Source: an optimization exercise on an open RTL-to-GDS flow (aim: small area and a short achievable clock period). Production flows keep margins and buffers that such runs may drop. Function not checked in this run: the RTL went through the layout flow alone. No driver is modelled on the clock port, so clocking that relies on it looks cheaper here than on a real chip. No activity file was given, so power comes from the tool's default toggle rates.

<file path="flow/config.mk">
export PLATFORM = sky130hd
export DESIGN_NAME = Optimized_Wallace
export DESIGN_NICKNAME = Optimized_Wallace
export VERILOG_FILES = /design/flow/design.v
export SDC_FILE = /design/flow/constraint.sdc
export NUM_CORES = 4
export LEC_CHECK = 0
export CAP_MARGIN = 20
export CORE_MARGIN = 2
export CORE_UTILIZATION = 60
export CTS_BUF_LIST = sky130_fd_sc_hd__clkbuf_16
export CTS_CLUSTER_DIAMETER = 100
export CTS_CLUSTER_SIZE = 25
export SETUP_SLACK_MARGIN = 1.4
export SLEW_MARGIN = 20
export SYNTH_HIERARCHICAL = 1
export SYNTH_MINIMUM_KEEP_SIZE = 0
export TNS_END_PERCENT = 0
</file>
<file path="flow/constraint.sdc">
create_clock -name core_clock -period 3.0 [get_ports {clk}]
set_input_delay 0.6000 -clock core_clock [delete_from_list [all_inputs] [get_ports {clk}]]
set_output_delay 0.6000 -clock core_clock [all_outputs]
set_load 0.01 [all_outputs]
</file>
<file path="flow/design.v">
`timescale 1ns / 1ps
module fa(input a, b, c, output s, co);
    assign s = a ^ b ^ c;
    assign co = (a & b) | (a & c) | (b & c);
endmodule
module ha(input a, b, output s, co);
    assign s = a ^ b;
    assign co = a & b;
endmodule
module Optimized_Wallace(
    input clk, rst,
    input [15:0] A, B,
    output reg [31:0] PRODUCT
);
    reg [15:0] ra;
    reg rb15;
    reg one0;
    reg two0;
    reg neg0;
    reg one1;
    reg two1;
    reg neg1;
    reg one2;
    reg two2;
    reg neg2;
    reg one3;
    reg two3;
    reg neg3;
    reg one4;
    reg two4;
    reg neg4;
    reg one5;
    reg two5;
    reg neg5;
    reg one6;
    reg two6;
    reg neg6;
    reg one7;
    reg two7;
    reg neg7;
    reg [72:0] r2;
    reg [54:0] r3;
    reg v1, v2, v3;
    wire pp1 = ((one0 & ra[0])) ^ neg0;
    wire pp2 = ((one0 & ra[1]) | (two0 & ra[0])) ^ neg0;
    wire pp3 = ((one0 & ra[2]) | (two0 & ra[1])) ^ neg0;
    wire pp4 = ((one0 & ra[3]) | (two0 & ra[2])) ^ neg0;
    wire pp5 = ((one0 & ra[4]) | (two0 & ra[3])) ^ neg0;
    wire pp6 = ((one0 & ra[5]) | (two0 & ra[4])) ^ neg0;
    wire pp7 = ((one0 & ra[6]) | (two0 & ra[5])) ^ neg0;
    wire pp8 = ((one0 & ra[7]) | (two0 & ra[6])) ^ neg0;
    wire pp9 = ((one0 & ra[8]) | (two0 & ra[7])) ^ neg0;
    wire pp10 = ((one0 & ra[9]) | (two0 & ra[8])) ^ neg0;
    wire pp11 = ((one0 & ra[10]) | (two0 & ra[9])) ^ neg0;
    wire pp12 = ((one0 & ra[11]) | (two0 & ra[10])) ^ neg0;
    wire pp13 = ((one0 & ra[12]) | (two0 & ra[11])) ^ neg0;
    wire pp14 = ((one0 & ra[13]) | (two0 & ra[12])) ^ neg0;
    wire pp15 = ((one0 & ra[14]) | (two0 & ra[13])) ^ neg0;
    wire pp16 = ((one0 & ra[15]) | (two0 & ra[14])) ^ neg0;
    wire pp17 = ((two0 & ra[15])) ^ neg0;
    wire ns18 = ~neg0;
    wire pp19 = ((one1 & ra[0])) ^ neg1;
    wire pp20 = ((one1 & ra[1]) | (two1 & ra[0])) ^ neg1;
    wire pp21 = ((one1 & ra[2]) | (two1 & ra[1])) ^ neg1;
    wire pp22 = ((one1 & ra[3]) | (two1 & ra[2])) ^ neg1;
    wire pp23 = ((one1 & ra[4]) | (two1 & ra[3])) ^ neg1;
    wire pp24 = ((one1 & ra[5]) | (two1 & ra[4])) ^ neg1;
    wire pp25 = ((one1 & ra[6]) | (two1 & ra[5])) ^ neg1;
    wire pp26 = ((one1 & ra[7]) | (two1 & ra[6])) ^ neg1;
    wire pp27 = ((one1 & ra[8]) | (two1 & ra[7])) ^ neg1;
    wire pp28 = ((one1 & ra[9]) | (two1 & ra[8])) ^ neg1;
    wire pp29 = ((one1 & ra[10]) | (two1 & ra[9])) ^ neg1;
    wire pp30 = ((one1 & ra[11]) | (two1 & ra[10])) ^ neg1;
    wire pp31 = ((one1 & ra[12]) | (two1 & ra[11])) ^ neg1;
    wire pp32 = ((one1 & ra[13]) | (two1 & ra[12])) ^ neg1;
    wire pp33 = ((one1 & ra[14]) | (two1 & ra[13])) ^ neg1;
    wire pp34 = ((one1 & ra[15]) | (two1 & ra[14])) ^ neg1;
    wire pp35 = ((two1 & ra[15])) ^ neg1;
    wire ns36 = ~neg1;
    wire pp37 = ((one2 & ra[0])) ^ neg2;
    wire pp38 = ((one2 & ra[1]) | (two2 & ra[0])) ^ neg2;
    wire pp39 = ((one2 & ra[2]) | (two2 & ra[1])) ^ neg2;
    wire pp40 = ((one2 & ra[3]) | (two2 & ra[2])) ^ neg2;
    wire pp41 = ((one2 & ra[4]) | (two2 & ra[3])) ^ neg2;
    wire pp42 = ((one2 & ra[5]) | (two2 & ra[4])) ^ neg2;
    wire pp43 = ((one2 & ra[6]) | (two2 & ra[5])) ^ neg2;
    wire pp44 = ((one2 & ra[7]) | (two2 & ra[6])) ^ neg2;
    wire pp45 = ((one2 & ra[8]) | (two2 & ra[7])) ^ neg2;
    wire pp46 = ((one2 & ra[9]) | (two2 & ra[8])) ^ neg2;
    wire pp47 = ((one2 & ra[10]) | (two2 & ra[9])) ^ neg2;
    wire pp48 = ((one2 & ra[11]) | (two2 & ra[10])) ^ neg2;
    wire pp49 = ((one2 & ra[12]) | (two2 & ra[11])) ^ neg2;
    wire pp50 = ((one2 & ra[13]) | (two2 & ra[12])) ^ neg2;
    wire pp51 = ((one2 & ra[14]) | (two2 & ra[13])) ^ neg2;
    wire pp52 = ((one2 & ra[15]) | (two2 & ra[14])) ^ neg2;
    wire pp53 = ((two2 & ra[15])) ^ neg2;
    wire ns54 = ~neg2;
    wire pp55 = ((one3 & ra[0])) ^ neg3;
    wire pp56 = ((one3 & ra[1]) | (two3 & ra[0])) ^ neg3;
    wire pp57 = ((one3 & ra[2]) | (two3 & ra[1])) ^ neg3;
    wire pp58 = ((one3 & ra[3]) | (two3 & ra[2])) ^ neg3;
    wire pp59 = ((one3 & ra[4]) | (two3 & ra[3])) ^ neg3;
    wire pp60 = ((one3 & ra[5]) | (two3 & ra[4])) ^ neg3;
    wire pp61 = ((one3 & ra[6]) | (two3 & ra[5])) ^ neg3;
    wire pp62 = ((one3 & ra[7]) | (two3 & ra[6])) ^ neg3;
    wire pp63 = ((one3 & ra[8]) | (two3 & ra[7])) ^ neg3;
    wire pp64 = ((one3 & ra[9]) | (two3 & ra[8])) ^ neg3;
    wire pp65 = ((one3 & ra[10]) | (two3 & ra[9])) ^ neg3;
    wire pp66 = ((one3 & ra[11]) | (two3 & ra[10])) ^ neg3;
    wire pp67 = ((one3 & ra[12]) | (two3 & ra[11])) ^ neg3;
    wire pp68 = ((one3 & ra[13]) | (two3 & ra[12])) ^ neg3;
    wire pp69 = ((one3 & ra[14]) | (two3 & ra[13])) ^ neg3;
    wire pp70 = ((one3 & ra[15]) | (two3 & ra[14])) ^ neg3;
    wire pp71 = ((two3 & ra[15])) ^ neg3;
    wire ns72 = ~neg3;
    wire pp73 = ((one4 & ra[0])) ^ neg4;
    wire pp74 = ((one4 & ra[1]) | (two4 & ra[0])) ^ neg4;
    wire pp75 = ((one4 & ra[2]) | (two4 & ra[1])) ^ neg4;
    wire pp76 = ((one4 & ra[3]) | (two4 & ra[2])) ^ neg4;
    wire pp77 = ((one4 & ra[4]) | (two4 & ra[3])) ^ neg4;
    wire pp78 = ((one4 & ra[5]) | (two4 & ra[4])) ^ neg4;
    wire pp79 = ((one4 & ra[6]) | (two4 & ra[5])) ^ neg4;
    wire pp80 = ((one4 & ra[7]) | (two4 & ra[6])) ^ neg4;
    wire pp81 = ((one4 & ra[8]) | (two4 & ra[7])) ^ neg4;
    wire pp82 = ((one4 & ra[9]) | (two4 & ra[8])) ^ neg4;
    wire pp83 = ((one4 & ra[10]) | (two4 & ra[9])) ^ neg4;
    wire pp84 = ((one4 & ra[11]) | (two4 & ra[10])) ^ neg4;
    wire pp85 = ((one4 & ra[12]) | (two4 & ra[11])) ^ neg4;
    wire pp86 = ((one4 & ra[13]) | (two4 & ra[12])) ^ neg4;
    wire pp87 = ((one4 & ra[14]) | (two4 & ra[13])) ^ neg4;
    wire pp88 = ((one4 & ra[15]) | (two4 & ra[14])) ^ neg4;
    wire pp89 = ((two4 & ra[15])) ^ neg4;
    wire ns90 = ~neg4;
    wire pp91 = ((one5 & ra[0])) ^ neg5;
    wire pp92 = ((one5 & ra[1]) | (two5 & ra[0])) ^ neg5;
    wire pp93 = ((one5 & ra[2]) | (two5 & ra[1])) ^ neg5;
    wire pp94 = ((one5 & ra[3]) | (two5 & ra[2])) ^ neg5;
    wire pp95 = ((one5 & ra[4]) | (two5 & ra[3])) ^ neg5;
    wire pp96 = ((one5 & ra[5]) | (two5 & ra[4])) ^ neg5;
    wire pp97 = ((one5 & ra[6]) | (two5 & ra[5])) ^ neg5;
    wire pp98 = ((one5 & ra[7]) | (two5 & ra[6])) ^ neg5;
    wire pp99 = ((one5 & ra[8]) | (two5 & ra[7])) ^ neg5;
    wire pp100 = ((one5 & ra[9]) | (two5 & ra[8])) ^ neg5;
    wire pp101 = ((one5 & ra[10]) | (two5 & ra[9])) ^ neg5;
    wire pp102 = ((one5 & ra[11]) | (two5 & ra[10])) ^ neg5;
    wire pp103 = ((one5 & ra[12]) | (two5 & ra[11])) ^ neg5;
    wire pp104 = ((one5 & ra[13]) | (two5 & ra[12])) ^ neg5;
    wire pp105 = ((one5 & ra[14]) | (two5 & ra[13])) ^ neg5;
    wire pp106 = ((one5 & ra[15]) | (two5 & ra[14])) ^ neg5;
    wire pp107 = ((two5 & ra[15])) ^ neg5;
    wire ns108 = ~neg5;
    wire pp109 = ((one6 & ra[0])) ^ neg6;
    wire pp110 = ((one6 & ra[1]) | (two6 & ra[0])) ^ neg6;
    wire pp111 = ((one6 & ra[2]) | (two6 & ra[1])) ^ neg6;
    wire pp112 = ((one6 & ra[3]) | (two6 & ra[2])) ^ neg6;
    wire pp113 = ((one6 & ra[4]) | (two6 & ra[3])) ^ neg6;
    wire pp114 = ((one6 & ra[5]) | (two6 & ra[4])) ^ neg6;
    wire pp115 = ((one6 & ra[6]) | (two6 & ra[5])) ^ neg6;
    wire pp116 = ((one6 & ra[7]) | (two6 & ra[6])) ^ neg6;
    wire pp117 = ((one6 & ra[8]) | (two6 & ra[7])) ^ neg6;
    wire pp118 = ((one6 & ra[9]) | (two6 & ra[8])) ^ neg6;
    wire pp119 = ((one6 & ra[10]) | (two6 & ra[9])) ^ neg6;
    wire pp120 = ((one6 & ra[11]) | (two6 & ra[10])) ^ neg6;
    wire pp121 = ((one6 & ra[12]) | (two6 & ra[11])) ^ neg6;
    wire pp122 = ((one6 & ra[13]) | (two6 & ra[12])) ^ neg6;
    wire pp123 = ((one6 & ra[14]) | (two6 & ra[13])) ^ neg6;
    wire pp124 = ((one6 & ra[15]) | (two6 & ra[14])) ^ neg6;
    wire pp125 = ((two6 & ra[15])) ^ neg6;
    wire ns126 = ~neg6;
    wire pp127 = ((one7 & ra[0])) ^ neg7;
    wire pp128 = ((one7 & ra[1]) | (two7 & ra[0])) ^ neg7;
    wire pp129 = ((one7 & ra[2]) | (two7 & ra[1])) ^ neg7;
    wire pp130 = ((one7 & ra[3]) | (two7 & ra[2])) ^ neg7;
    wire pp131 = ((one7 & ra[4]) | (two7 & ra[3])) ^ neg7;
    wire pp132 = ((one7 & ra[5]) | (two7 & ra[4])) ^ neg7;
    wire pp133 = ((one7 & ra[6]) | (two7 & ra[5])) ^ neg7;
    wire pp134 = ((one7 & ra[7]) | (two7 & ra[6])) ^ neg7;
    wire pp135 = ((one7 & ra[8]) | (two7 & ra[7])) ^ neg7;
    wire pp136 = ((one7 & ra[9]) | (two7 & ra[8])) ^ neg7;
    wire pp137 = ((one7 & ra[10]) | (two7 & ra[9])) ^ neg7;
    wire pp138 = ((one7 & ra[11]) | (two7 & ra[10])) ^ neg7;
    wire pp139 = ((one7 & ra[12]) | (two7 & ra[11])) ^ neg7;
    wire pp140 = ((one7 & ra[13]) | (two7 & ra[12])) ^ neg7;
    wire pp141 = ((one7 & ra[14]) | (two7 & ra[13])) ^ neg7;
    wire pp142 = ((one7 & ra[15]) | (two7 & ra[14])) ^ neg7;
    wire pp143 = ((two7 & ra[15])) ^ neg7;
    wire ns144 = ~neg7;
    wire pp145 = rb15 & ra[0];
    wire pp146 = rb15 & ra[1];
    wire pp147 = rb15 & ra[2];
    wire pp148 = rb15 & ra[3];
    wire pp149 = rb15 & ra[4];
    wire pp150 = rb15 & ra[5];
    wire pp151 = rb15 & ra[6];
    wire pp152 = rb15 & ra[7];
    wire pp153 = rb15 & ra[8];
    wire pp154 = rb15 & ra[9];
    wire pp155 = rb15 & ra[10];
    wire pp156 = rb15 & ra[11];
    wire pp157 = rb15 & ra[12];
    wire pp158 = rb15 & ra[13];
    wire pp159 = rb15 & ra[14];
    wire pp160 = rb15 & ra[15];
    wire s161, c162;
    fa u_s161 (.a(pp3), .b(pp19), .c(neg1), .s(s161), .co(c162));
    wire s163, c164;
    fa u_s163 (.a(pp5), .b(pp21), .c(pp37), .s(s163), .co(c164));
    wire s165, c166;
    fa u_s165 (.a(pp6), .b(pp22), .c(pp38), .s(s165), .co(c166));
    wire s167, c168;
    fa u_s167 (.a(pp7), .b(pp23), .c(pp39), .s(s167), .co(c168));
    wire s169, c170;
    fa u_s169 (.a(pp8), .b(pp24), .c(pp40), .s(s169), .co(c170));
    wire s171, c172;
    fa u_s171 (.a(pp9), .b(pp25), .c(pp41), .s(s171), .co(c172));
    wire s173, c174;
    fa u_s173 (.a(pp57), .b(pp73), .c(neg4), .s(s173), .co(c174));
    wire s175, c176;
    fa u_s175 (.a(pp10), .b(pp26), .c(pp42), .s(s175), .co(c176));
    wire s177, c178;
    fa u_s177 (.a(pp11), .b(pp27), .c(pp43), .s(s177), .co(c178));
    wire s179, c180;
    fa u_s179 (.a(pp59), .b(pp75), .c(pp91), .s(s179), .co(c180));
    wire s181, c182;
    fa u_s181 (.a(pp12), .b(pp28), .c(pp44), .s(s181), .co(c182));
    wire s183, c184;
    fa u_s183 (.a(pp60), .b(pp76), .c(pp92), .s(s183), .co(c184));
    wire s185, c186;
    fa u_s185 (.a(pp13), .b(pp29), .c(pp45), .s(s185), .co(c186));
    wire s187, c188;
    fa u_s187 (.a(pp61), .b(pp77), .c(pp93), .s(s187), .co(c188));
    wire s189, c190;
    fa u_s189 (.a(pp14), .b(pp30), .c(pp46), .s(s189), .co(c190));
    wire s191, c192;
    fa u_s191 (.a(pp62), .b(pp78), .c(pp94), .s(s191), .co(c192));
    wire s193, c194;
    fa u_s193 (.a(pp15), .b(pp31), .c(pp47), .s(s193), .co(c194));
    wire s195, c196;
    fa u_s195 (.a(pp63), .b(pp79), .c(pp95), .s(s195), .co(c196));
    wire s197, c198;
    fa u_s197 (.a(pp111), .b(pp127), .c(neg7), .s(s197), .co(c198));
    wire s199, c200;
    fa u_s199 (.a(pp16), .b(pp32), .c(pp48), .s(s199), .co(c200));
    wire s201, c202;
    fa u_s201 (.a(pp64), .b(pp80), .c(pp96), .s(s201), .co(c202));
    wire s203, c204;
    ha u_s203 (.a(pp112), .b(pp128), .s(s203), .co(c204));
    wire s205, c206;
    fa u_s205 (.a(pp17), .b(pp33), .c(pp49), .s(s205), .co(c206));
    wire s207, c208;
    fa u_s207 (.a(pp65), .b(pp81), .c(pp97), .s(s207), .co(c208));
    wire s209, c210;
    fa u_s209 (.a(pp113), .b(pp129), .c(pp145), .s(s209), .co(c210));
    wire s211, c212;
    fa u_s211 (.a(neg0), .b(pp34), .c(pp50), .s(s211), .co(c212));
    wire s213, c214;
    fa u_s213 (.a(pp66), .b(pp82), .c(pp98), .s(s213), .co(c214));
    wire s215, c216;
    fa u_s215 (.a(pp114), .b(pp130), .c(pp146), .s(s215), .co(c216));
    wire s217, c218;
    fa u_s217 (.a(neg0), .b(pp35), .c(pp51), .s(s217), .co(c218));
    wire s219, c220;
    fa u_s219 (.a(pp67), .b(pp83), .c(pp99), .s(s219), .co(c220));
    wire s221, c222;
    fa u_s221 (.a(pp115), .b(pp131), .c(pp147), .s(s221), .co(c222));
    wire s223, c224;
    fa u_s223 (.a(ns18), .b(ns36), .c(pp52), .s(s223), .co(c224));
    wire s225, c226;
    fa u_s225 (.a(pp68), .b(pp84), .c(pp100), .s(s225), .co(c226));
    wire s227, c228;
    fa u_s227 (.a(pp116), .b(pp132), .c(pp148), .s(s227), .co(c228));
    wire s229 = ~(pp53 ^ pp69);
    wire c230 = pp53 | pp69;
    wire s231, c232;
    fa u_s231 (.a(pp85), .b(pp101), .c(pp117), .s(s231), .co(c232));
    wire s233, c234;
    ha u_s233 (.a(pp133), .b(pp149), .s(s233), .co(c234));
    wire s235, c236;
    fa u_s235 (.a(ns54), .b(pp70), .c(pp86), .s(s235), .co(c236));
    wire s237, c238;
    fa u_s237 (.a(pp102), .b(pp118), .c(pp134), .s(s237), .co(c238));
    wire s239 = ~(pp71 ^ pp87);
    wire c240 = pp71 | pp87;
    wire s241, c242;
    fa u_s241 (.a(pp103), .b(pp119), .c(pp135), .s(s241), .co(c242));
    wire s243, c244;
    fa u_s243 (.a(ns72), .b(pp88), .c(pp104), .s(s243), .co(c244));
    wire s245, c246;
    fa u_s245 (.a(pp120), .b(pp136), .c(pp152), .s(s245), .co(c246));
    wire s247 = ~(pp89 ^ pp105);
    wire c248 = pp89 | pp105;
    wire s249, c250;
    fa u_s249 (.a(pp121), .b(pp137), .c(pp153), .s(s249), .co(c250));
    wire s251, c252;
    fa u_s251 (.a(ns90), .b(pp106), .c(pp122), .s(s251), .co(c252));
    wire s253 = ~(pp107 ^ pp123);
    wire c254 = pp107 | pp123;
    wire s255, c256;
    fa u_s255 (.a(ns108), .b(pp124), .c(pp140), .s(s255), .co(c256));
    wire s257 = ~(pp125 ^ pp141);
    wire c258 = pp125 | pp141;
    wire s259, c260;
    fa u_s259 (.a(ns126), .b(pp142), .c(pp158), .s(s259), .co(c260));
    wire s261 = ~(pp143 ^ pp159);
    wire c262 = pp143 | pp159;
    wire s263, c264;
    fa u_s263 (.a(c162), .b(pp4), .c(pp20), .s(s263), .co(c264));
    wire s265, c266;
    fa u_s265 (.a(c166), .b(s167), .c(pp55), .s(s265), .co(c266));
    wire s267, c268;
    fa u_s267 (.a(c168), .b(s169), .c(pp56), .s(s267), .co(c268));
    wire s269, c270;
    fa u_s269 (.a(c170), .b(s171), .c(s173), .s(s269), .co(c270));
    wire s271, c272;
    fa u_s271 (.a(c172), .b(c174), .c(s175), .s(s271), .co(c272));
    wire s273, c274;
    fa u_s273 (.a(c176), .b(s177), .c(s179), .s(s273), .co(c274));
    wire s275, c276;
    fa u_s275 (.a(c178), .b(c180), .c(s181), .s(s275), .co(c276));
    wire s277, c278;
    fa u_s277 (.a(c182), .b(c184), .c(s185), .s(s277), .co(c278));
    wire s279, c280;
    fa u_s279 (.a(s187), .b(pp109), .c(neg6), .s(s279), .co(c280));
    wire s281, c282;
    fa u_s281 (.a(c186), .b(c188), .c(s189), .s(s281), .co(c282));
    wire s283, c284;
    ha u_s283 (.a(s191), .b(pp110), .s(s283), .co(c284));
    wire s285, c286;
    fa u_s285 (.a(c190), .b(c192), .c(s193), .s(s285), .co(c286));
    wire s287, c288;
    ha u_s287 (.a(s195), .b(s197), .s(s287), .co(c288));
    wire s289, c290;
    fa u_s289 (.a(c194), .b(c196), .c(c198), .s(s289), .co(c290));
    wire s291, c292;
    fa u_s291 (.a(s199), .b(s201), .c(s203), .s(s291), .co(c292));
    wire s293, c294;
    fa u_s293 (.a(c200), .b(c202), .c(c204), .s(s293), .co(c294));
    wire s295, c296;
    fa u_s295 (.a(s205), .b(s207), .c(s209), .s(s295), .co(c296));
    wire s297, c298;
    fa u_s297 (.a(c206), .b(c208), .c(c210), .s(s297), .co(c298));
    wire s299, c300;
    fa u_s299 (.a(s211), .b(s213), .c(s215), .s(s299), .co(c300));
    wire s301, c302;
    fa u_s301 (.a(c212), .b(c214), .c(c216), .s(s301), .co(c302));
    wire s303, c304;
    fa u_s303 (.a(s217), .b(s219), .c(s221), .s(s303), .co(c304));
    wire s305, c306;
    fa u_s305 (.a(c218), .b(c220), .c(c222), .s(s305), .co(c306));
    wire s307, c308;
    fa u_s307 (.a(s223), .b(s225), .c(s227), .s(s307), .co(c308));
    wire s309, c310;
    fa u_s309 (.a(c224), .b(c226), .c(c228), .s(s309), .co(c310));
    wire s311, c312;
    fa u_s311 (.a(s229), .b(s231), .c(s233), .s(s311), .co(c312));
    wire s313, c314;
    fa u_s313 (.a(c230), .b(c232), .c(c234), .s(s313), .co(c314));
    wire s315, c316;
    fa u_s315 (.a(s235), .b(s237), .c(pp150), .s(s315), .co(c316));
    wire s317, c318;
    fa u_s317 (.a(c236), .b(c238), .c(s239), .s(s317), .co(c318));
    wire s319, c320;
    ha u_s319 (.a(s241), .b(pp151), .s(s319), .co(c320));
    wire s321, c322;
    fa u_s321 (.a(c240), .b(c242), .c(s243), .s(s321), .co(c322));
    wire s323, c324;
    fa u_s323 (.a(c244), .b(c246), .c(s247), .s(s323), .co(c324));
    wire s325, c326;
    fa u_s325 (.a(c248), .b(c250), .c(s251), .s(s325), .co(c326));
    wire s327, c328;
    fa u_s327 (.a(c252), .b(s253), .c(pp139), .s(s327), .co(c328));
    wire s329, c330;
    fa u_s329 (.a(c254), .b(s255), .c(pp156), .s(s329), .co(c330));
    wire s331, c332;
    fa u_s331 (.a(c256), .b(s257), .c(pp157), .s(s331), .co(c332));
    wire s333, c334;
    fa u_s333 (.a(c262), .b(ns144), .c(pp160), .s(s333), .co(c334));
    wire s335, c336;
    fa u_s335 (.a(c264), .b(s163), .c(neg2), .s(s335), .co(c336));
    wire s337, c338;
    fa u_s337 (.a(c270), .b(s271), .c(pp58), .s(s337), .co(c338));
    wire s339, c340;
    fa u_s339 (.a(c272), .b(s273), .c(neg5), .s(s339), .co(c340));
    wire s341, c342;
    fa u_s341 (.a(c274), .b(s275), .c(s183), .s(s341), .co(c342));
    wire s343, c344;
    fa u_s343 (.a(c276), .b(s277), .c(s279), .s(s343), .co(c344));
    wire s345, c346;
    fa u_s345 (.a(c278), .b(c280), .c(s281), .s(s345), .co(c346));
    wire s347, c348;
    fa u_s347 (.a(c282), .b(c284), .c(s285), .s(s347), .co(c348));
    wire s349, c350;
    fa u_s349 (.a(c286), .b(c288), .c(s289), .s(s349), .co(c350));
    wire s351, c352;
    fa u_s351 (.a(c290), .b(c292), .c(s293), .s(s351), .co(c352));
    wire s353, c354;
    fa u_s353 (.a(c294), .b(c296), .c(s297), .s(s353), .co(c354));
    wire s355, c356;
    fa u_s355 (.a(c298), .b(c300), .c(s301), .s(s355), .co(c356));
    wire s357, c358;
    fa u_s357 (.a(c302), .b(c304), .c(s305), .s(s357), .co(c358));
    wire s359, c360;
    fa u_s359 (.a(c306), .b(c308), .c(s309), .s(s359), .co(c360));
    wire s361, c362;
    fa u_s361 (.a(c310), .b(c312), .c(s313), .s(s361), .co(c362));
    wire s363, c364;
    fa u_s363 (.a(c314), .b(c316), .c(s317), .s(s363), .co(c364));
    wire s365, c366;
    fa u_s365 (.a(c318), .b(c320), .c(s321), .s(s365), .co(c366));
    wire s367, c368;
    fa u_s367 (.a(c322), .b(s323), .c(s249), .s(s367), .co(c368));
    wire s369, c370;
    fa u_s369 (.a(c324), .b(s325), .c(pp138), .s(s369), .co(c370));
    wire s371, c372;
    fa u_s371 (.a(c326), .b(s327), .c(pp155), .s(s371), .co(c372));
    wire s373, c374;
    fa u_s373 (.a(c332), .b(c258), .c(s259), .s(s373), .co(c374));
    wire s375, c376;
    fa u_s375 (.a(r2[6]), .b(r2[7]), .c(r2[8]), .s(s375), .co(c376));
    wire s377, c378;
    ha u_s377 (.a(r2[9]), .b(r2[10]), .s(s377), .co(c378));
    wire s379, c380;
    ha u_s379 (.a(r2[11]), .b(r2[12]), .s(s379), .co(c380));
    wire s381, c382;
    ha u_s381 (.a(r2[13]), .b(r2[14]), .s(s381), .co(c382));
    wire s383, c384;
    ha u_s383 (.a(r2[15]), .b(r2[16]), .s(s383), .co(c384));
    wire s385, c386;
    ha u_s385 (.a(r2[17]), .b(r2[18]), .s(s385), .co(c386));
    wire s387, c388;
    ha u_s387 (.a(r2[19]), .b(r2[20]), .s(s387), .co(c388));
    wire s389, c390;
    ha u_s389 (.a(r2[21]), .b(r2[22]), .s(s389), .co(c390));
    wire s391, c392;
    fa u_s391 (.a(r2[23]), .b(r2[24]), .c(r2[25]), .s(s391), .co(c392));
    wire s393, c394;
    fa u_s393 (.a(r2[26]), .b(r2[27]), .c(r2[28]), .s(s393), .co(c394));
    wire s395, c396;
    fa u_s395 (.a(r2[29]), .b(r2[30]), .c(r2[31]), .s(s395), .co(c396));
    wire s397, c398;
    fa u_s397 (.a(r2[32]), .b(r2[33]), .c(r2[34]), .s(s397), .co(c398));
    wire s399, c400;
    fa u_s399 (.a(r2[35]), .b(r2[36]), .c(r2[37]), .s(s399), .co(c400));
    wire s401, c402;
    fa u_s401 (.a(r2[38]), .b(r2[39]), .c(r2[40]), .s(s401), .co(c402));
    wire s403, c404;
    fa u_s403 (.a(r2[41]), .b(r2[42]), .c(r2[43]), .s(s403), .co(c404));
    wire s405, c406;
    fa u_s405 (.a(r2[44]), .b(r2[45]), .c(r2[46]), .s(s405), .co(c406));
    wire s407, c408;
    fa u_s407 (.a(r2[47]), .b(r2[48]), .c(r2[49]), .s(s407), .co(c408));
    wire s409, c410;
    fa u_s409 (.a(r2[50]), .b(r2[51]), .c(r2[52]), .s(s409), .co(c410));
    wire s411, c412;
    fa u_s411 (.a(r2[53]), .b(r2[54]), .c(r2[55]), .s(s411), .co(c412));
    wire s413, c414;
    ha u_s413 (.a(r2[56]), .b(r2[57]), .s(s413), .co(c414));
    wire s415, c416;
    fa u_s415 (.a(r2[58]), .b(r2[59]), .c(r2[60]), .s(s415), .co(c416));
    wire s417, c418;
    ha u_s417 (.a(r2[61]), .b(r2[62]), .s(s417), .co(c418));
    wire s419, c420;
    fa u_s419 (.a(r2[63]), .b(r2[64]), .c(r2[65]), .s(s419), .co(c420));
    wire s421, c422;
    ha u_s421 (.a(r2[66]), .b(r2[67]), .s(s421), .co(c422));
    wire s423, c424;
    fa u_s423 (.a(r2[69]), .b(r2[70]), .c(r2[71]), .s(s423), .co(c424));
    wire g425, p426;
    ha u_p426 (.a(r2[0]), .b(r2[1]), .s(p426), .co(g425));
    wire g427, p428;
    ha u_p428 (.a(c376), .b(s377), .s(p428), .co(g427));
    wire g429, p430;
    ha u_p430 (.a(c378), .b(s379), .s(p430), .co(g429));
    wire g431, p432;
    ha u_p432 (.a(c380), .b(s381), .s(p432), .co(g431));
    wire g433, p434;
    ha u_p434 (.a(c382), .b(s383), .s(p434), .co(g433));
    wire g435, p436;
    ha u_p436 (.a(c384), .b(s385), .s(p436), .co(g435));
    wire g437, p438;
    ha u_p438 (.a(c386), .b(s387), .s(p438), .co(g437));
    wire g439, p440;
    ha u_p440 (.a(c388), .b(s389), .s(p440), .co(g439));
    wire g441, p442;
    ha u_p442 (.a(c390), .b(s391), .s(p442), .co(g441));
    wire g443, p444;
    ha u_p444 (.a(c392), .b(s393), .s(p444), .co(g443));
    wire g445, p446;
    ha u_p446 (.a(c394), .b(s395), .s(p446), .co(g445));
    wire g447, p448;
    ha u_p448 (.a(c396), .b(s397), .s(p448), .co(g447));
    wire g449, p450;
    ha u_p450 (.a(c398), .b(s399), .s(p450), .co(g449));
    wire g451, p452;
    ha u_p452 (.a(c400), .b(s401), .s(p452), .co(g451));
    wire g453, p454;
    ha u_p454 (.a(c402), .b(s403), .s(p454), .co(g453));
    wire g455, p456;
    ha u_p456 (.a(c404), .b(s405), .s(p456), .co(g455));
    wire g457, p458;
    ha u_p458 (.a(c406), .b(s407), .s(p458), .co(g457));
    wire g459, p460;
    ha u_p460 (.a(c408), .b(s409), .s(p460), .co(g459));
    wire g461, p462;
    ha u_p462 (.a(c410), .b(s411), .s(p462), .co(g461));
    wire g463, p464;
    ha u_p464 (.a(c412), .b(s413), .s(p464), .co(g463));
    wire g465, p466;
    ha u_p466 (.a(c414), .b(s415), .s(p466), .co(g465));
    wire g467, p468;
    ha u_p468 (.a(c416), .b(s417), .s(p468), .co(g467));
    wire g469, p470;
    ha u_p470 (.a(c418), .b(s419), .s(p470), .co(g469));
    wire g471, p472;
    ha u_p472 (.a(c420), .b(s421), .s(p472), .co(g471));
    wire g473, p474;
    ha u_p474 (.a(c422), .b(r2[68]), .s(p474), .co(g473));
    wire g475, p476;
    ha u_p476 (.a(c424), .b(r2[72]), .s(p476), .co(g475));
    wire t477 = p426 | g425;
    wire t478 = p428 | g427;
    wire t479 = p430 | g429;
    wire t480 = p432 | g431;
    wire t481 = p434 | g433;
    wire G482 = 1'b0 | (r2[2] & g425);
    wire P483 = r2[2] & t477;
    wire G484 = 1'b0 | (r2[4] & 1'b0);
    wire P485 = r2[4] & r2[3];
    wire G486 = 1'b0 | (s375 & 1'b0);
    wire P487 = s375 & r2[5];
    wire G488 = g429 | (t479 & g427);
    wire P489 = t479 & t478;
    wire G490 = g433 | (t481 & g431);
    wire P491 = t481 & t480;
    wire G492 = 1'b0 | (r2[3] & G482);
    wire P493 = r2[3] & P483;
    wire G494 = G484 | (P485 & G482);
    wire P495 = P485 & P483;
    wire G496 = g427 | (t478 & G486);
    wire P497 = t478 & P487;
    wire G498 = G488 | (P489 & G486);
    wire P499 = P489 & P487;
    wire G500 = 1'b0 | (r2[5] & G494);
    wire P501 = r2[5] & P495;
    wire G502 = G486 | (P487 & G494);
    wire P503 = P487 & P495;
    wire G504 = G496 | (P497 & G494);
    wire P505 = P497 & P495;
    wire G506 = G498 | (P499 & G494);
    wire P507 = P499 & P495;
    wire G508 = g431 | (t480 & G506);
    wire P509 = t480 & P507;
    wire G510 = G490 | (P491 & G506);
    wire P511 = P491 & P507;
    wire sum512 = p426;
    wire sum513 = r2[2] ^ g425;
    wire sum514 = r2[3] ^ G482;
    wire sum515 = r2[4] ^ G492;
    wire sum516 = r2[5] ^ G494;
    wire sum517 = s375 ^ G500;
    wire sum518 = p428 ^ G502;
    wire sum519 = p430 ^ G504;
    wire sum520 = p432 ^ G506;
    wire sum521 = p434 ^ G508;
    wire t522 = r3[11] | r3[12];
    wire t523 = r3[13] | r3[14];
    wire t524 = r3[15] | r3[16];
    wire t525 = r3[17] | r3[18];
    wire t526 = r3[19] | r3[20];
    wire t527 = r3[21] | r3[22];
    wire t528 = r3[23] | r3[24];
    wire t529 = r3[25] | r3[26];
    wire t530 = r3[27] | r3[28];
    wire t531 = r3[29] | r3[30];
    wire t532 = r3[31] | r3[32];
    wire t533 = r3[33] | r3[34];
    wire t534 = r3[35] | r3[36];
    wire t535 = r3[37] | r3[38];
    wire t536 = r3[39] | r3[40];
    wire t537 = r3[41] | r3[42];
    wire t538 = r3[43] | r3[44];
    wire t539 = r3[45] | r3[46];
    wire t540 = r3[47] | r3[48];
    wire t541 = r3[49] | r3[50];
    wire t542 = r3[51] | r3[52];
    wire t543 = r3[53] | r3[54];
    wire g544 = r3[12] | (r3[11] & r3[10]);
    wire G545 = r3[14] | (t523 & g544);
    wire P546 = t523 & t522;
    wire G547 = r3[18] | (t525 & r3[16]);
    wire P548 = t525 & t524;
    wire G549 = r3[22] | (t527 & r3[20]);
    wire P550 = t527 & t526;
    wire G551 = r3[26] | (t529 & r3[24]);
    wire P552 = t529 & t528;
    wire G553 = r3[30] | (t531 & r3[28]);
    wire P554 = t531 & t530;
    wire G555 = r3[34] | (t533 & r3[32]);
    wire P556 = t533 & t532;
    wire G557 = r3[38] | (t535 & r3[36]);
    wire P558 = t535 & t534;
    wire G559 = r3[42] | (t537 & r3[40]);
    wire P560 = t537 & t536;
    wire G561 = r3[46] | (t539 & r3[44]);
    wire P562 = t539 & t538;
    wire G563 = r3[50] | (t541 & r3[48]);
    wire P564 = t541 & t540;
    wire G565 = r3[54] | (t543 & r3[52]);
    wire P566 = t543 & t542;
    wire G567 = G547 | (P548 & G545);
    wire P568 = P548 & P546;
    wire G569 = G551 | (P552 & G549);
    wire P570 = P552 & P550;
    wire G571 = G555 | (P556 & G553);
    wire P572 = P556 & P554;
    wire G573 = G559 | (P560 & G557);
    wire P574 = P560 & P558;
    wire G575 = G563 | (P564 & G561);
    wire P576 = P564 & P562;
    wire G577 = G569 | (P570 & G567);
    wire P578 = P570 & P568;
    wire G579 = G573 | (P574 & G571);
    wire P580 = P574 & P572;
    wire G581 = G579 | (P580 & G577);
    wire P582 = P580 & P578;
    wire G583 = G571 | (P572 & G577);
    wire P584 = P572 & P578;
    wire G585 = G575 | (P576 & G581);
    wire P586 = P576 & P582;
    wire G587 = G549 | (P550 & G567);
    wire P588 = P550 & P568;
    wire G589 = G553 | (P554 & G577);
    wire P590 = P554 & P578;
    wire G591 = G557 | (P558 & G583);
    wire P592 = P558 & P584;
    wire G593 = G561 | (P562 & G581);
    wire P594 = P562 & P582;
    wire G595 = G565 | (P566 & G585);
    wire P596 = P566 & P586;
    wire G597 = r3[16] | (t524 & G545);
    wire P598 = t524 & P546;
    wire G599 = r3[20] | (t526 & G567);
    wire P600 = t526 & P568;
    wire G601 = r3[24] | (t528 & G587);
    wire P602 = t528 & P588;
    wire G603 = r3[28] | (t530 & G577);
    wire P604 = t530 & P578;
    wire G605 = r3[32] | (t532 & G589);
    wire P606 = t532 & P590;
    wire G607 = r3[36] | (t534 & G583);
    wire P608 = t534 & P584;
    wire G609 = r3[40] | (t536 & G591);
    wire P610 = t536 & P592;
    wire G611 = r3[44] | (t538 & G581);
    wire P612 = t538 & P582;
    wire G613 = r3[48] | (t540 & G593);
    wire P614 = t540 & P594;
    wire G615 = r3[52] | (t542 & G585);
    wire P616 = t542 & P586;
    wire sum617 = r3[11] ^ r3[10];
    wire sum618 = r3[13] ^ g544;
    wire sum619 = r3[15] ^ G545;
    wire sum620 = r3[17] ^ G597;
    wire sum621 = r3[19] ^ G567;
    wire sum622 = r3[21] ^ G599;
    wire sum623 = r3[23] ^ G587;
    wire sum624 = r3[25] ^ G601;
    wire sum625 = r3[27] ^ G577;
    wire sum626 = r3[29] ^ G603;
    wire sum627 = r3[31] ^ G589;
    wire sum628 = r3[33] ^ G605;
    wire sum629 = r3[35] ^ G583;
    wire sum630 = r3[37] ^ G607;
    wire sum631 = r3[39] ^ G591;
    wire sum632 = r3[41] ^ G609;
    wire sum633 = r3[43] ^ G581;
    wire sum634 = r3[45] ^ G611;
    wire sum635 = r3[47] ^ G593;
    wire sum636 = r3[49] ^ G613;
    wire sum637 = r3[51] ^ G585;
    wire sum638 = r3[53] ^ G615;
    wire [31:0] sum = {sum638, sum637, sum636, sum635, sum634, sum633, sum632, sum631, sum630, sum629, sum628, sum627, sum626, sum625, sum624, sum623, sum622, sum621, sum620, sum619, sum618, sum617, r3[9], r3[8], r3[7], r3[6], r3[5], r3[4], r3[3], r3[2], r3[1], r3[0]};
    always @(posedge clk or posedge rst) begin
        if (rst) begin
            v1 <= 1'b0; v2 <= 1'b0; v3 <= 1'b0;
            PRODUCT <= 32'd0;
        end else begin
            v1 <= 1'b1; v2 <= v1; v3 <= v2;
            PRODUCT <= sum & {32{v3}};
        end
    end
    always @(posedge clk) begin
        ra <= A;
        rb15 <= B[15];
        one0 <= B[0] ^ 1'b0;
        two0 <= (B[1] & ~B[0] & ~1'b0) | (~B[1] & B[0] & 1'b0);
        neg0 <= B[1] & ~(B[0] & 1'b0);
        one1 <= B[2] ^ B[1];
        two1 <= (B[3] & ~B[2] & ~B[1]) | (~B[3] & B[2] & B[1]);
        neg1 <= B[3] & ~(B[2] & B[1]);
        one2 <= B[4] ^ B[3];
        two2 <= (B[5] & ~B[4] & ~B[3]) | (~B[5] & B[4] & B[3]);
        neg2 <= B[5] & ~(B[4] & B[3]);
        one3 <= B[6] ^ B[5];
        two3 <= (B[7] & ~B[6] & ~B[5]) | (~B[7] & B[6] & B[5]);
        neg3 <= B[7] & ~(B[6] & B[5]);
        one4 <= B[8] ^ B[7];
        two4 <= (B[9] & ~B[8] & ~B[7]) | (~B[9] & B[8] & B[7]);
        neg4 <= B[9] & ~(B[8] & B[7]);
        one5 <= B[10] ^ B[9];
        two5 <= (B[11] & ~B[10] & ~B[9]) | (~B[11] & B[10] & B[9]);
        neg5 <= B[11] & ~(B[10] & B[9]);
        one6 <= B[12] ^ B[11];
        two6 <= (B[13] & ~B[12] & ~B[11]) | (~B[13] & B[12] & B[11]);
        neg6 <= B[13] & ~(B[12] & B[11]);
        one7 <= B[14] ^ B[13];
        two7 <= (B[15] & ~B[14] & ~B[13]) | (~B[15] & B[14] & B[13]);
        neg7 <= B[15] & ~(B[14] & B[13]);
        r2 <= {s333, s261, c260, c374, s373, s331, c330, s329, c328, c372, s371, c370, pp154, s369, c368, s367, c366, s245, s365, c364, s319, s363, c362, s315, s361, c360, s311, s359, c358, s307, s357, c356, s303, s355, c354, s299, s353, c352, s295, s351, c350, s291, s349, c348, s287, s347, c346, s283, s345, c344, s343, c342, s341, c340, s339, c338, pp74, s337, s269, c268, s267, c266, neg3, s265, s165, c164, c336, s335, s263, s161, pp2, neg0, pp1};
        r3 <= {g475, p476, 1'b0, s423, g473, p474, g471, p472, g469, p470, g467, p468, g465, p466, g463, p464, g461, p462, g459, p460, g457, p458, g455, p456, g453, p454, g451, p452, g449, p450, g447, p448, g445, p446, g443, p444, g441, p442, g439, p440, g437, p438, g435, p436, G510, sum521, sum520, sum519, sum518, sum517, sum516, sum515, sum514, sum513, sum512};
    end
endmodule
</file>
<file path="flow/flow/run.sh">
#!/bin/bash
set -euo pipefail
export BUFFER_PORTS_ARGS="-buffer_cell sky130_fd_sc_hd__buf_1"
bash standard.sh cts > flow_cts.log 2>&1
export RES=$PWD/orfs/results/sky130hd/Optimized_Wallace/base
export PLATFORM_DIR=$FLOW_HOME/platforms/sky130hd
export SKEW_PLAN=$PWD/flow/plan.tcl
openroad -no_splash -exit flow/skew.tcl > skew_eco.log 2>&1
bash standard.sh finish > flow_make.log 2>&1
</file>
<file path="flow/flow/plan.tcl">
set rootnet $root
branch r1 {ra* rb15* one* two* neg*} {clkbuf_16} 2 [$block findNet clk]
set root $rootnet
tune r2 {r2*} 0.77 4
tune r3 {r3*} 0.65 3
tune prod {PRODUCT*} 0.85 3
</file>
<file path="flow/flow/skew.tcl">
set res $::env(RES)
read_lef $::env(PLATFORM_DIR)/lef/sky130_fd_sc_hd.tlef
read_lef $::env(PLATFORM_DIR)/lef/sky130_fd_sc_hd_merged.lef
read_liberty $::env(PLATFORM_DIR)/lib/sky130_fd_sc_hd__tt_025C_1v80.lib
read_db $res/4_cts.odb
read_sdc $res/4_cts.sdc
source $::env(PLATFORM_DIR)/setRC.tcl
set db [ord::get_db]
set block [ord::get_db_block]
set root [$block findNet clknet_0_clk]

proc master {n} { return [[ord::get_db] findMaster sky130_fd_sc_hd__$n] }
set uid 0
proc newbuf {type innet x y} {
  global block uid
  incr uid
  set inst [odb::dbInst_create $block [master $type] "cksk_buf_$uid"]
  set net [odb::dbNet_create $block "cksk_net_$uid"]
  $net setSigType CLOCK
  [$inst findITerm A] connect $innet
  [$inst findITerm X] connect $net
  $inst setLocation [expr int($x)] [expr int($y)]
  $inst setPlacementStatus PLACED
  return $net
}
proc flops {pats} {
  global block
  set out {}
  foreach inst [$block getInsts] {
    set n [$inst getName]
    foreach p $pats { if {[string match $p $n]} { lappend out $inst; break } }
  }
  return $out
}
proc centroid {insts} {
  set sx 0; set sy 0
  foreach i $insts { set b [$i getBBox]; set sx [expr $sx + [$b xMin]]; set sy [expr $sy + [$b yMin]] }
  set n [llength $insts]
  return [list [expr $sx / $n] [expr $sy / $n]]
}
# chain: list of buffer types from the root; the last one is repeated per leaf cluster
proc branch {name pats chain nleaf {src {}}} {
  global root
  if {$src ne {}} { set root $src }
  set fl [flops $pats]
  set fl [lsort -command {apply {{a b} {expr {[[$a getBBox] xMin] - [[$b getBBox] xMin]}}}} $fl]
  set c [centroid $fl]
  set net $root
  if {![llength $chain]} {
    foreach f $fl { set it [$f findITerm CLK]; $it disconnect; $it connect $root }
    puts "branch $name: [llength $fl] flops on the root net"
    return
  }
  foreach t [lrange $chain 0 end-1] { set net [newbuf $t $net [lindex $c 0] [lindex $c 1]] }
  set per [expr {([llength $fl] + $nleaf - 1) / $nleaf}]
  for {set k 0} {$k < $nleaf} {incr k} {
    set grp [lrange $fl [expr $k*$per] [expr ($k+1)*$per - 1]]
    if {![llength $grp]} continue
    set cc [centroid $grp]
    set leaf [newbuf [lindex $chain end] $net [lindex $cc 0] [lindex $cc 1]]
    foreach f $grp {
      set it [$f findITerm CLK]
      $it disconnect
      $it connect $leaf
    }
  }
  puts "branch $name: [llength $fl] flops, chain $chain x $nleaf"
}

# Build a branch, measure the mean clock latency of its flops, and undo it.
set created {}
proc newbuf2 {type innet x y} {
  global created
  set net [newbuf $type $innet $x $y]
  lappend created $net
  return $net
}
proc build {fl chain nleaf} {
  global root created
  set created {}
  set c [centroid $fl]
  set net $root
  foreach t [lrange $chain 0 end-1] { set net [newbuf2 $t $net [lindex $c 0] [lindex $c 1]] }
  set per [expr {([llength $fl] + $nleaf - 1) / $nleaf}]
  for {set k 0} {$k < $nleaf} {incr k} {
    set grp [lrange $fl [expr $k*$per] [expr ($k+1)*$per - 1]]
    if {![llength $grp]} continue
    set cc [centroid $grp]
    set leaf [newbuf2 [lindex $chain end] $net [lindex $cc 0] [lindex $cc 1]]
    foreach f $grp { set it [$f findITerm CLK]; $it disconnect; $it connect $leaf }
  }
}
proc undo {fl orig} {
  global created
  foreach f $fl o $orig { set it [$f findITerm CLK]; $it disconnect; $it connect $o }
  foreach net [lreverse $created] {
    foreach it [$net getITerms] { if {[$it isOutputSignal]} { set inst [$it getInst] } }
    odb::dbInst_destroy $inst
    odb::dbNet_destroy $net
  }
  set created {}
}
proc meanlat {fl} {
  global maxslew
  estimate_parasitics -placement
  set s 0.0
  set maxslew 0.0
  foreach f $fl {
    set pin [get_pins "[$f getName]/CLK"]
    set s [expr {$s + [get_property $pin arrival_max_rise]}]
    set sl [get_property $pin slew_max]
    if {$sl > $maxslew} { set maxslew $sl }
  }
  return [expr {$s / [llength $fl]}]
}
proc tune {name pats target nleaf {firsts {{} clkbuf_1 clkbuf_2 clkbuf_8 clkbuf_16}}} {
  global maxslew
  set fl [flops $pats]
  set fl [lsort -command {apply {{a b} {expr {[[$a getBBox] xMin] - [[$b getBBox] xMin]}}}} $fl]
  set orig {}
  foreach f $fl { lappend orig [[$f findITerm CLK] getNet] }
  set best {}
  set besterr 1e9
  set bestn $nleaf
  foreach leaf {clkbuf_16 clkbuf_8} {
    foreach nl [list [expr {$nleaf - 1}] $nleaf [expr {$nleaf + 1}] [expr {$nleaf + 2}]] {
      if {$nl < 1} continue
      foreach first $firsts {
        for {set n 0} {$n <= 14} {incr n} {
          set chain [concat $first [lrepeat $n clkbuf_4] $leaf]
          build $fl $chain $nl
          set lat [meanlat $fl]
          undo $fl $orig
          set err [expr {abs($lat - $target)}]
          puts "tune $name: $chain x $nl -> [format %.3f $lat] slew [format %.3f $maxslew] (target [format %.3f $target])"
          if {$maxslew < 0.100 && $err < $besterr} { set besterr $err; set best $chain; set bestn $nl }
          if {$lat > $target + 0.2} break
        }
      }
    }
  }
  build $fl $best $bestn
  puts "tune $name: chose $best x $bestn, latency [format %.3f [meanlat $fl]] slew [format %.3f $maxslew]"
}

source $::env(SKEW_PLAN)
# remove clock buffers left without sinks
set changed 1
while {$changed} {
  set changed 0
  foreach inst [$block getInsts] {
    set m [[$inst getMaster] getName]
    if {![string match "*clkbuf*" $m] && ![string match "*clkinv*" $m]} continue
    set x [$inst findITerm X]
    if {$x eq "NULL"} { set x [$inst findITerm Y] }
    if {$x eq "NULL"} continue
    set n [$x getNet]
    if {$n eq "NULL"} continue
    if {[llength [$n getITerms]] <= 1 && [llength [$n getBTerms]] == 0} {
      puts "removing [$inst getName]"
      odb::dbInst_destroy $inst
      odb::dbNet_destroy $n
      set changed 1
    }
  }
}
detailed_placement
check_placement
estimate_parasitics -placement
set_propagated_clock [all_clocks]
catch { report_checks -path_delay max -group_path_count 3 -format end }
catch { report_clock_skew }
foreach p {ra[0]* one0* r2[0]* r3[0]* PRODUCT[0]* v1*} {
  catch { foreach pin [get_pins -quiet $p/CLK] { puts "latency [get_full_name $pin] [get_property $pin arrival_max_rise]" } }
}
write_db $res/4_cts.odb
</file>
<file path="flow/standard.sh">
#!/bin/bash
# synth_recipe.tcl (not shown) runs the flow's synth.tcl, then flattens the netlist and writes it again
# the make line also repeats each setting of config.mk as NAME=value (left out here)
make -C /OpenROAD-flow-scripts/flow DESIGN_CONFIG=/design/flow/config.mk WORK_HOME=/design/flow/orfs CLKGATE_MAP_FILE= SYNTH_SCRIPT=/design/flow/synth_recipe.tcl "${@:-finish}"
</file>
==> summary.txt <==
GPL Wtd Cong - 0.939
Worst Slack Setup Final - 0.998 ns
Post-Syn Area per Cell - 11.7 µm²
skew final - 0.650 ns
vias per inst - 5.86
critical path class - register to register
achievable clock frequency - 0.500 GHz
Pwr Density - 950 mW/mm²
GR Util met3 - 5.30%
largest net degree at the start of global routing - 30
Main synth FF type - dfxtp_1
crit path time final - 2.00 ns
Lkg Pwr - 5.03 nW
Final Util - 69.9%
placed insts - 1180
met1 GRT Util - 36.0%
clk latency of the worst-skew pair - 0.79 ns
Post-Layout Inst Area - 0.0125 mm²
Fin. Hold Viols - 0
# rows - 49
via count - 7168
Congestion Overflow GR - 0
Synth Instances - 928
multi-input logic area - 0.00639 mm²
Net count, final - 1194
Initial Utilization - 60.8%
cts bufs inserted - 12
core area - 0.0178 mm²
vias in the first global route - 7522
critical path, cell by cell - buf_4 > a22oi_1 > xnor2_1 > fa_1 > fa_1 > fa_1
worst hold margin - 0.0231 ns
htree depth - 1
GR Util met2 - 44.0%
combinational share of power - 40.0%
Post-synth ARST share - 17.3%
die height - 138 µm
non-filler cells, final - 1224
HP Class - register to register
CP required - 3.66 ns
YS warnings - 7
Slew Limit Fails - 0
Mapped Nets - 1132
Startpoint Class - register
clock share of power - 23.3%
sequential cell area - 0.00425 mm²
layout overhead on the synthesized area - 14.8%
DRT iter0 DRCs - 782
sequential area share after synthesis - 38.9%
Seq pwr share - 36.7%
flops & latches, synth - 202
Mapped Area - 0.0109 mm²
RSZ-0062 raised after global routing - true
Netlist cell types - 46
GRT Overall Usage - 26.6%
Worst setup EP type - register
clock buffer depth - 3
root cell of the clock tree - clkbuf_16
worst slew pin tran - 0.572 ns
antenna viol nets, final - 0
I/O Buffers - 65
gr busiest metal - met2
WL final - 25200 µm
switching share of total power - 35.6%
Post-synth EDFFs - 0
area share of the largest cell type after synthesis - 30.8%
slowest CP cell - fa_1
# clock sinks - 202
Worst Path Arrival - 2.66 ns
Worst VDD drop - 0.743 mV
commonest cells in the netlist - 167 x dfxtp_1, 148 x xnor2_1, 120 x a22oi_1, 111 x fa_1, 81 x clkbuf_1
sw power - 4.21 mW
outcome - finished clean
most common cell in the netlist - dfxtp_1
n_diodes - 0
CTS tree - done
DR pass1 iterations - 5
DRC violations left - 0
crit path buf inv count - 1
Setup-failing EPs final - 0
most common cell type on the critical path - fa_1
worst slack, placed - 0.0809 ns
wire per inst - 20.6 µm
Int Pwr - 7.63 mW
CP peak stage delay - 0.54 ns
area post-placement - 0.0115 mm²
fraction of layout cells with a size suffix above 1 - 12.9%
die area - 0.0192 mm²
Fillers - 1319
first-pass GRT wire length - 40700 µm
Synth area leaders - dfxtp_1 31%, fa_1 20%, xnor2_1 12%
Top delay family on crit path - adder cells
Clk pin slew, worst setup/hold paths - 0.08 ns
maximum fanout along the worst path - 17
Slew HR - 61.8%
HPWL Detailed - 16400 µm
fin crit share - 66.7%
Die W - 138 µm
Max-Cap Viols - 0
initial antenna violation count - 0
Synth area leader - dfxtp_1
total power - 11.8 mW
Final TNS setup - 0 ns
# IOs - 66
per-layer routing:
metal,vias up,routed length [µm]
li1,3209,-
met1,3500,10400
met2,413,12000
met3,46,2330
met4,0,477
met5,-,0
layout make-up:
type                    count  share of cell area (%)
plain buffers              24                    3.57
inverters                  28                   0.843
well taps                 229                    2.30
flip-flops and latches    202                    34.1
multi-input cells         614                    51.3
repair buffers            111                    5.50
clock inverters             6                   0.392
clock buffers              10                    2.01
registers in the layout, indices dropped and copies added, names as in the netlist, 16 cells and up:
register and flops:
ra 16, r3 53, PRODUCT 32, r2 73
per-module statistics from Yosys (local to each module, per instance):
module	cells	times used
Optimized_Wallace	776	1
fa	1	111
ha	1	41
worst min-delay path, cell delays in order (launching register included):
cell	delay, ns
dfxtp_1	0.31
buf_6	0.16
nand2_1	0.09
xnor2_1	0.05
cell families (layout without fill, tap and decap cells):
| logic type | after synthesis | after routing | share of synthesized area [%] |
|---|---|---|---|
| DFF | 202 | 202 | 38.9 |
| AOI/OAI and AO/OA | 177 | 177 | 11.8 |
| adders and majority gates | 170 | 170 | 27.3 |
| xor gates and xnor gates | 152 | 152 | 12.3 |
| buffers and inverters | 112 | 179 | 3.87 |
| and+or+nand+nor | 110 | 110 | 5.53 |
| muxes | 4 | 4 | 0.369 |
| other | 1 | 1 | 0.0346 |
timing repair:
item                                    CTS  global route
hold buffers                              0             2
setup buffers                             2             0
endpoints found under the setup margin   86            92
pin swaps                                 9             2
resized for setup                        44            10
hold endpoints to repair                  0             4
cell usage in the layout (no fill, tap or decap), types with 7 or more instances in the layout:
master and count:
clkbuf_4 7, buf_6 12, buf_4 28, xnor2_1 143, clkbuf_16 25, a22oi_2 20, inv_1 33, nor2_1 13
nand2b_1 12, a21oi_1 11, a22oi_1 101, ha_1 58, and2_1 28, nand2_1 26, dfrtp_1 35, nor2b_1 9
o21ai_0 17, buf_1 64, dfxtp_1 155, fa_1 107, nand3b_1 7
power by group through the flow:
stage	registers, mW	clock network, mW	logic [mW]
6_report	4.35	2.76	4.74
5_1_grt	4.46	2.93	5.32
4_1_cts	4.33	1.72	4.57
3_5_place_dp	4.39	0	4.48
3_3_place_gp	4.35	0	4.29
2_1_floorplan	4.30	0	3.14
worst paths after layout:
| check | from | end | slack (ns) | depth (start not counted) |
|---|---|---|---|---|
| hold / removal | one0 | r2[0] | 0.02 | 3 |
| setup / recovery | ra[11] | r2[36] | 1.0 | 6 |
| max in group asynchronous | rst | v1 | 2.18 | 3 |
| hold reg to reg | one0 | r2[0] | 0.02 | 3 |
| setup reg to reg | ra[11] | r2[36] | 1.0 | 6 |
| min in group asynchronous | rst | PRODUCT[29] | 0.14 | 3 |

-- static timing again, ports no longer ideal --
No port has a modelled driver above. Below, the same layout with a new extraction and two added sets of constraints.
Step 1 assumes that a clkbuf_16 drives the clock port and a buf_2 every other input.
Step 2, shift: input delay + t, output delay - t, t = (earliest + latest rising clock arrival at the registers) / 2. This alone moves slack from input paths to output paths.
a / b / c = no drivers / after step 1 / after step 2; a / b = the first two.
t, ns: 0.585
setup slack, ns: 0.998 / 0.938 / 0.998
hold slack, ns: 0.023 / 0.023 / 0.023
worst setup path at the end: register to register
latest minus earliest clock arrival (ns): 0.757 / 0.757
slew at the worst register clock pin (ns): 0.09 / 0.09
In this run the clock reaches the registers at very different times; t lies between them, and the last value is a rough guide only. The setup slack of this run moves by -0.060 ns with the drivers and by 0.000 ns with both steps.
